This design comes from an exercise in tuning for small area on the open sky130 flow, not from production work. In this exercise RTL edits were held to simulation tests only and were not proved equivalent to the original. The clock port is modelled as an ideal driver; clocking choices that lean on that would not hold on a real chip. No activity file was given, so power comes from the tool's default toggle rates.

<file path="design/flow/design.v">
module router13(input clk,resetn,read_enb_0,read_enb_1,read_enb_2,pkt_valid,
              input [7:0]data_in,
              output [7:0]data_out_0,data_out_1,data_out_2,
              output vld_out_0,vld_out_1,vld_out_2,error,busy);
localparam DA=3'b000, LFD=3'b001, WTE=3'b010, LD=3'b011,
           LP=3'b100, CP=3'b101, FFS=3'b110, LAF=3'b111;
reg [2:0]state,nextstate;
reg [1:0]addr;
reg [7:0]dout,temp2,par;
reg lpv,lfd_s,error_r;
wire [2:0]empty,full;
wire st_da=(state==DA), st_ld=(state==LD), st_lp=(state==LP), st_laf=(state==LAF);
wire wr_st=st_ld|st_lp|st_laf;
wire [1:0]din_a=data_in[1:0];
wire data_empty=(din_a==2'd0)?empty[0]:(din_a==2'd1)?empty[1]:(din_a==2'd2)?empty[2]:1'b0;
wire addr_empty=(addr==2'd0)?empty[0]:(addr==2'd1)?empty[1]:(addr==2'd2)?empty[2]:1'b0;
wire fifo_full=(addr==2'd0)?full[0]:(addr==2'd1)?full[1]:(addr==2'd2)?full[2]:1'b0;
wire [2:0]we={wr_st&&addr==2'd2,wr_st&&addr==2'd1,wr_st&&addr==2'd0};
always@(posedge clk)
  if(!resetn) state<=DA; else state<=nextstate;
always@(*)
  case(state)
  DA: nextstate=(pkt_valid&&din_a!=2'b11)?(data_empty?LFD:WTE):DA;
  LFD: nextstate=LD;
  WTE: nextstate=addr_empty?LFD:WTE;
  LD: nextstate=fifo_full?FFS:(!pkt_valid?LP:LD);
  LP: nextstate=fifo_full?LP:CP;
  CP: nextstate=DA;
  FFS: nextstate=fifo_full?FFS:LAF;
  default: nextstate=lpv?LP:LD;
  endcase
assign busy=!(st_da|st_ld);
always@(posedge clk)
  if(!resetn) addr<=2'b00;
  else if(st_da&&pkt_valid) addr<=din_a;
always@(posedge clk)
  if(!resetn) lfd_s<=1'b0; else lfd_s<=(state==LFD);
always@(posedge clk)
begin
  if((st_da&&pkt_valid)||(st_ld&&!fifo_full)) dout<=data_in;
  else if(st_laf) dout<=temp2;
  if(st_ld&&fifo_full) temp2<=data_in;
  if(st_ld) lpv<=!pkt_valid;
end
always@(posedge clk)
  if(st_da) par<=data_in;
  else if(st_ld) par<=par^data_in;
always@(posedge clk)
  if(!resetn) error_r<=1'b0;
  else if(st_lp) error_r<=|par;
assign error=error_r;
wire [2:0]ren={read_enb_2,read_enb_1,read_enb_0};
wire [23:0]dq;
function [4:0]pos(input integer k);
  case(k)
    0: pos=5'd0;
    1: pos=5'd1;
    2: pos=5'd2;
    3: pos=5'd4;
    4: pos=5'd9;
    5: pos=5'd18;
    6: pos=5'd5;
    7: pos=5'd11;
    8: pos=5'd22;
    9: pos=5'd12;
    10: pos=5'd25;
    11: pos=5'd19;
    12: pos=5'd7;
    13: pos=5'd15;
    14: pos=5'd31;
    15: pos=5'd30;
    16: pos=5'd28;
    default: pos=5'd0;
  endcase
endfunction
genvar n;
generate for(n=0;n<3;n=n+1) begin:f
  reg [7:0]mem[0:15];
  reg [4:0]cnt;      
  reg [5:0]pc;       
  reg pnz;           
  reg hdr;           
  reg [7:0]q;
  reg [4:0]tmr;      
  wire sr=(tmr==5'b10000);
  wire e=(cnt==5'd0);
  wire fl=(cnt==5'd28);
  wire dw=we[n]&&!fl;
  wire dr=ren[n]&&!e;
  wire clr=!resetn||sr;
  reg [7:0]m;
  integer i;
  always@(*) begin
    m=8'd0;
    for(i=0;i<16;i=i+1) m=m|({8{cnt==pos(i+1)}}&mem[i]);
  end
  assign empty[n]=e;
  assign full[n]=fl;
  assign dq[8*n+:8]=q;
  always@(posedge clk)
    if(dw) begin
      mem[0]<=dout;
      for(i=1;i<16;i=i+1) mem[i]<=mem[i-1];
    end
  always@(posedge clk)
    if(clr) begin
      cnt<=5'd0; pnz<=1'b0; hdr<=1'b0; q<=8'd0;
    end else begin
      if(dw&&!dr) cnt<={cnt[3:0],cnt[4]^cnt[2]^(cnt[3:0]==4'd0)};
      else if(dr&&!dw) cnt<={cnt[0]^cnt[3]^(cnt[4:1]==4'd0),cnt[4:1]};
      if(dw&&lfd_s) hdr<=1'b1;
      else if(dr) hdr<=1'b0;
      if(dr) begin
        q<=m;
        if(hdr) begin pc<=m[7:2]; pnz<=1'b1; end
        else if(pnz) begin
          pc<=pc-1'b1;
          if(pc==6'd0) pnz<=1'b0;
        end
      end else if(!pnz) q<=8'd0;
    end
  always@(posedge clk)
    if(!resetn||e||ren[n]) tmr<=5'd0;
    else tmr<={tmr[3:0],tmr[4]^tmr[2]^(tmr[3:0]==4'd0)};
end endgenerate
assign data_out_0=dq[7:0];
assign data_out_1=dq[15:8];
assign data_out_2=dq[23:16];
assign vld_out_0=!empty[0];
assign vld_out_1=!empty[1];
assign vld_out_2=!empty[2];
endmodule
</file>
<file path="design/flow/flow/run.sh">
#!/bin/bash
# The standard layout (standard.sh) with these changes:
#  - synthesis maps logic with an area-oriented ABC script (flow/abc_area.script);
#    everything else in synthesis, registers included, is the standard synthesis
#  - port buffers use the smallest buffer
#  - the clock tree uses clkbuf_8 leaf clusters and no dummy loads
#  - after clock tree synthesis, cells with spare slack are downsized
set -e
here=$(pwd)
{
  echo 'proc abc {args} {'
  echo '  set i [lsearch -exact $args -script]'
  echo "  if {\$i >= 0} { set args [lreplace \$args [expr {\$i + 1}] [expr {\$i + 1}] $here/flow/abc_area.script] }"
  echo '  yosys abc {*}$args'
  echo '}'
  cat synth_recipe.tcl
} > area_synth.tcl
sed "s#SYNTH_SCRIPT=[^ ]*#SYNTH_SCRIPT=$here/area_synth.tcl#" standard.sh > area_standard.sh
export BUFFER_PORTS_ARGS="-buffer_cell sky130_fd_sc_hd__buf_1"
export CTS_ARGS="-sink_clustering_enable -repair_clock_nets -dont_use_dummy_load -buf_list sky130_fd_sc_hd__clkbuf_8 -sink_clustering_size 20 -sink_clustering_max_diameter 60"
export POST_CTS_TCL=$here/flow/post_cts.tcl
bash area_standard.sh > standard.log 2>&1
</file>
<file path="design/flow/flow/abc_area.script">
strash
&get -n
&st
&dch
&nf -a -R 1000
&st
&dch
&nf -a -R 1000
&put
</file>
<file path="design/flow/flow/post_cts.tcl">
# downsize cells that have slack to spare (area recovery)
repair_timing -recover_power 100
</file>
<file path="design/flow/standard.sh">
#!/bin/bash
# synth_recipe.tcl (not shown) runs the flow's synth.tcl, then flattens the netlist and writes it again
# the make line also repeats each setting of config.mk as NAME=value (left out here)
make -C /OpenROAD-flow-scripts/flow DESIGN_CONFIG=/design/flow/config.mk WORK_HOME=/design/flow/orfs CLKGATE_MAP_FILE= SYNTH_SCRIPT=/design/flow/synth_recipe.tcl "${@:-finish}"
</file>
<file path="design/flow/config.mk">
export PLATFORM = sky130hd
export DESIGN_NAME = router13
export DESIGN_NICKNAME = router13
export VERILOG_FILES = /design/flow/design.v
export SDC_FILE = /design/flow/constraint.sdc
export NUM_CORES = 4
export LEC_CHECK = 0
export CAP_MARGIN = 20
export CORE_MARGIN = 2
export CORE_UTILIZATION = 75
export PLACE_DENSITY = 0.85
export SLEW_MARGIN = 20
</file>
<file path="design/flow/constraint.sdc">
create_clock -name core_clock -period 5.0 [get_ports {clk}]
set_input_delay 1.0000 -clock core_clock [delete_from_list [all_inputs] [get_ports {clk}]]
set_output_delay 1.0000 -clock core_clock [all_outputs]
set_load 0.01 [all_outputs]
</file>
==> notes.md <==
==> power by group through the flow <==
stage | Clock, uW | Combinational, uW | Sequential [uW]
2_1_floorplan | 0 | 814 | 5020
3_3_place_gp | 0 | 1110 | 5100
3_5_place_dp | 0 | 1150 | 5120
5_1_grt | 1780 | 1290 | 5050
6_report | 1640 | 1170 | 5030
==> cell type report <==
type / instances / area, sq um / share of cell area (%)
sequential: 494 / 14200 / 72.2
timing repair buffer: 77 / 452 / 2.30
tap: 324 / 405 / 2.07
inverter: 18 / 67.6 / 0.344
clock buffer: 30 / 413 / 2.10
multi-input combinational: 615 / 4120 / 21.0
==> cells in the mapped netlist, drive strengths merged (12+ instances only) <==
cell / number
and2: 14
dfxtp: 67
nor3: 34
a222oi: 59
o21ai: 38
nand2: 83
xnor2: 25
nor4: 12
nand3: 16
nor2: 67
a21oi: 22
edfxtp: 427
a22oi: 57
a221oi: 22
clkinv: 18
nand4: 20
a22o: 42
nor3b: 12
==> routing by layer <==
metal,global-route usage (%),vias up
met4,11.4,0
li1,-,4837
met1,45.0,5398
met2,50.0,761
met3,5.53,107
met5,0,-
==> flip-flops by register name, indices dropped and copies added, names as in the netlist, 2 cells and up <==
name	cells
f.mem	384
f.q	24
f.pc	18
f.cnt	15
f.tmr	15
dout	8
par	8
temp2	8
f.hdr	3
f.pnz	3
state	3
addr	2
==> kinds of logic (layout without fill, tap and decap cells) <==
kind of cell,Yosys count,in the layout,synth area share (%)
buffers and inverters,18,125,0.369
AOI/OAI and AO/OA,258,258,11.1
and+or+nand+nor,309,309,8.50
muxes,14,14,0.821
DFF,494,494,77.4
adders and majority gates,9,9,0.616
xor gates and xnor gates,25,25,1.20
==> worst paths after layout <==
path | start | end | slack (ns) | depth (start not counted)
setup / recovery | f[0].cnt[2] | vld_out_0 | 1.55 | 4
hold / removal | f[1].mem[4][7] | f[1].mem[5][7] | 0.44 | 0
setup reg to reg | state[2] | f[2].hdr | 1.78 | 9
hold reg to reg | f[1].mem[4][7] | f[1].mem[5][7] | 0.44 | 0
==> stage by stage <==
step	hold WS, ns	total power, uW	instance area, sq um	worst slack [ns]
6_report	0.439	7850	19600	1.55
2_1_floorplan	0.422	5830	18400	-1.30
5_1_grt	0.447	8120	19600	1.45
3_5_place_dp	0.433	6270	19200	1.93
3_3_place_gp	0.428	6210	19200	1.99
==> critical path, cell delays in order (launching register included) <==
cell and delay, ns:
dfxtp_1 0.44, or3_1 0.47, nor3_1 0.52, clkinv_1 0.21, buf_1 0.21
==> flow_summary.toml <==
[status]
status = "no timing/DRC/antenna violations"

[finish]
drive_above_1_share_pct = 5.75
syn2layout_area_growth_pct = 7.29
layout_common_cells = "edfxtp_1, nand2_1, nor2_1, dfxtp_1, a222oi_1"
utilization_pct = 81.4
nets = 1259
final_common_cell = "edfxtp_1"
nFillCells = 1252
num_antenna_cells = 0
layout.cells.non_filler = 1558

[synthesis]
synth_fp_nets = 1150
yosys.cell_types.count = 38
synth_seq_cells = 494
synth_top_area_share_pct = 70.1
synth_top_area_cell = "edfxtp_1"
yosysWarningCount = 4
syn_inst = 1127
synth-seq-area-share_pct = 77.4
synthFlopType = "edfxtp_1"
synth_area_per_cell_sq_um = 16.2
synth_edf_count = 427
synth_area_leaders = "edfxtp_1, dfxtp_1, a222oi_1, a22oi_1, a22o_1"
netlist_area_sq_mm = 0.0183
synthArstFlopShare_pct = 0

[placement]
port_buffers = 42
dp.cells = 1526
globalplace.congestion = 0.844
dp_hpwl_um = 26100

[detailed_routing]
wl_met1_um = 15200
drt_pre_antenna_iters = 6
routed-wl-met3_um = 4380
drc = 0
wl_per_cell_um = 26.0
via_count = 11100
highest_layer = "met4"
antenna_left = 0
avgViaCountPerCell = 7.13
routed_wl_um = 40500
route.met2.wl_um = 19300
drt_iter0_markers = 2184

[timing]
clock-skew-final_ns = 0.0453
hold_violations = 0
min_period_over_period_pct = 69.0
finalSetupViolCount = 0
slew_viol_final = 0
max_freq_ghz = 0.290
tightest_slew_ns = 1.13
timing.setup.tns_ns = 0
rsz0062_at_grt = "false"
min_period_ns = 3.45
max_slew_margin_pct = 24.7

[worst_hold_path]
hold_path_class = "reg2reg"

[global_route]
grt_pass1_wl_um = 61400
overflow = 0
antenna_found_initial = 0
grt_pass1_vias = 10700
grt_start_max_net_pins = 131
grt_use_total_pct = 31.4

[clock_tree]
cts_sinks = 494
cts_tree = "built"
clk_pin_slew_ns = 0.12
clkLatencyLatePin_ns = 0.62

[worst_setup_path]
arrival_ns = 2.45
crit_fanout = 12
crit_required_ns = 4.00
cp-start-kind = "flop"
critPathCaptureType = "output port"
crit_type = "reg2out"

[die]
dieArea_sq_mm = 0.0257
floorplan.core_area_sq_mm = 0.0241
die_h_um = 160
fp.dieW_um = 160
rows = 57
start_util_pct = 75.9
ios = 43

[power_and_ir_drop]
pwr-share-comb_pct = 14.9
powerDensity_mw_per_mm2 = 400
ir_drop_mv = 0.319
p_int_uw = 5690
pwr-share-seq_pct = 64.1
swShare_pct = 27.4
clkPwrFrac_pct = 20.9
p_switching_uw = 2150
power_leakage_uw = 0.00605

[flow_run]
maxCapViolCount = 0

[port drivers added, routing unchanged]
In the flow no input, the clock included, has a driving cell. The finished layout below was timed again as built, in two steps. Step 1 (the two cells are an assumption about what drives the block):
set clk [get_ports {clk}]
set_driving_cell -lib_cell sky130_fd_sc_hd__clkbuf_16 $clk
set_driving_cell -lib_cell sky130_fd_sc_hd__buf_2 [delete_from_list [all_inputs] $clk]
Step 2 times the ports against the registers' clock, not the clock port: input delays grow and output delays shrink by t, the midpoint of the rising clock arrivals with the driver on. Slacks: ideal / step 1 / step 2; pairs: ideal / step 1.
t (ns): 0.646
setup WS [ns]: 1.551 / 1.503 / 1.776
hold WS [ns]: 0.439 / 0.439 / 0.439
worst setup path at the end: register to register
After both steps this run still meets setup and hold. For this run, drivers alone change the setup slack by -0.048 ns; drivers and shift together by +0.225 ns.
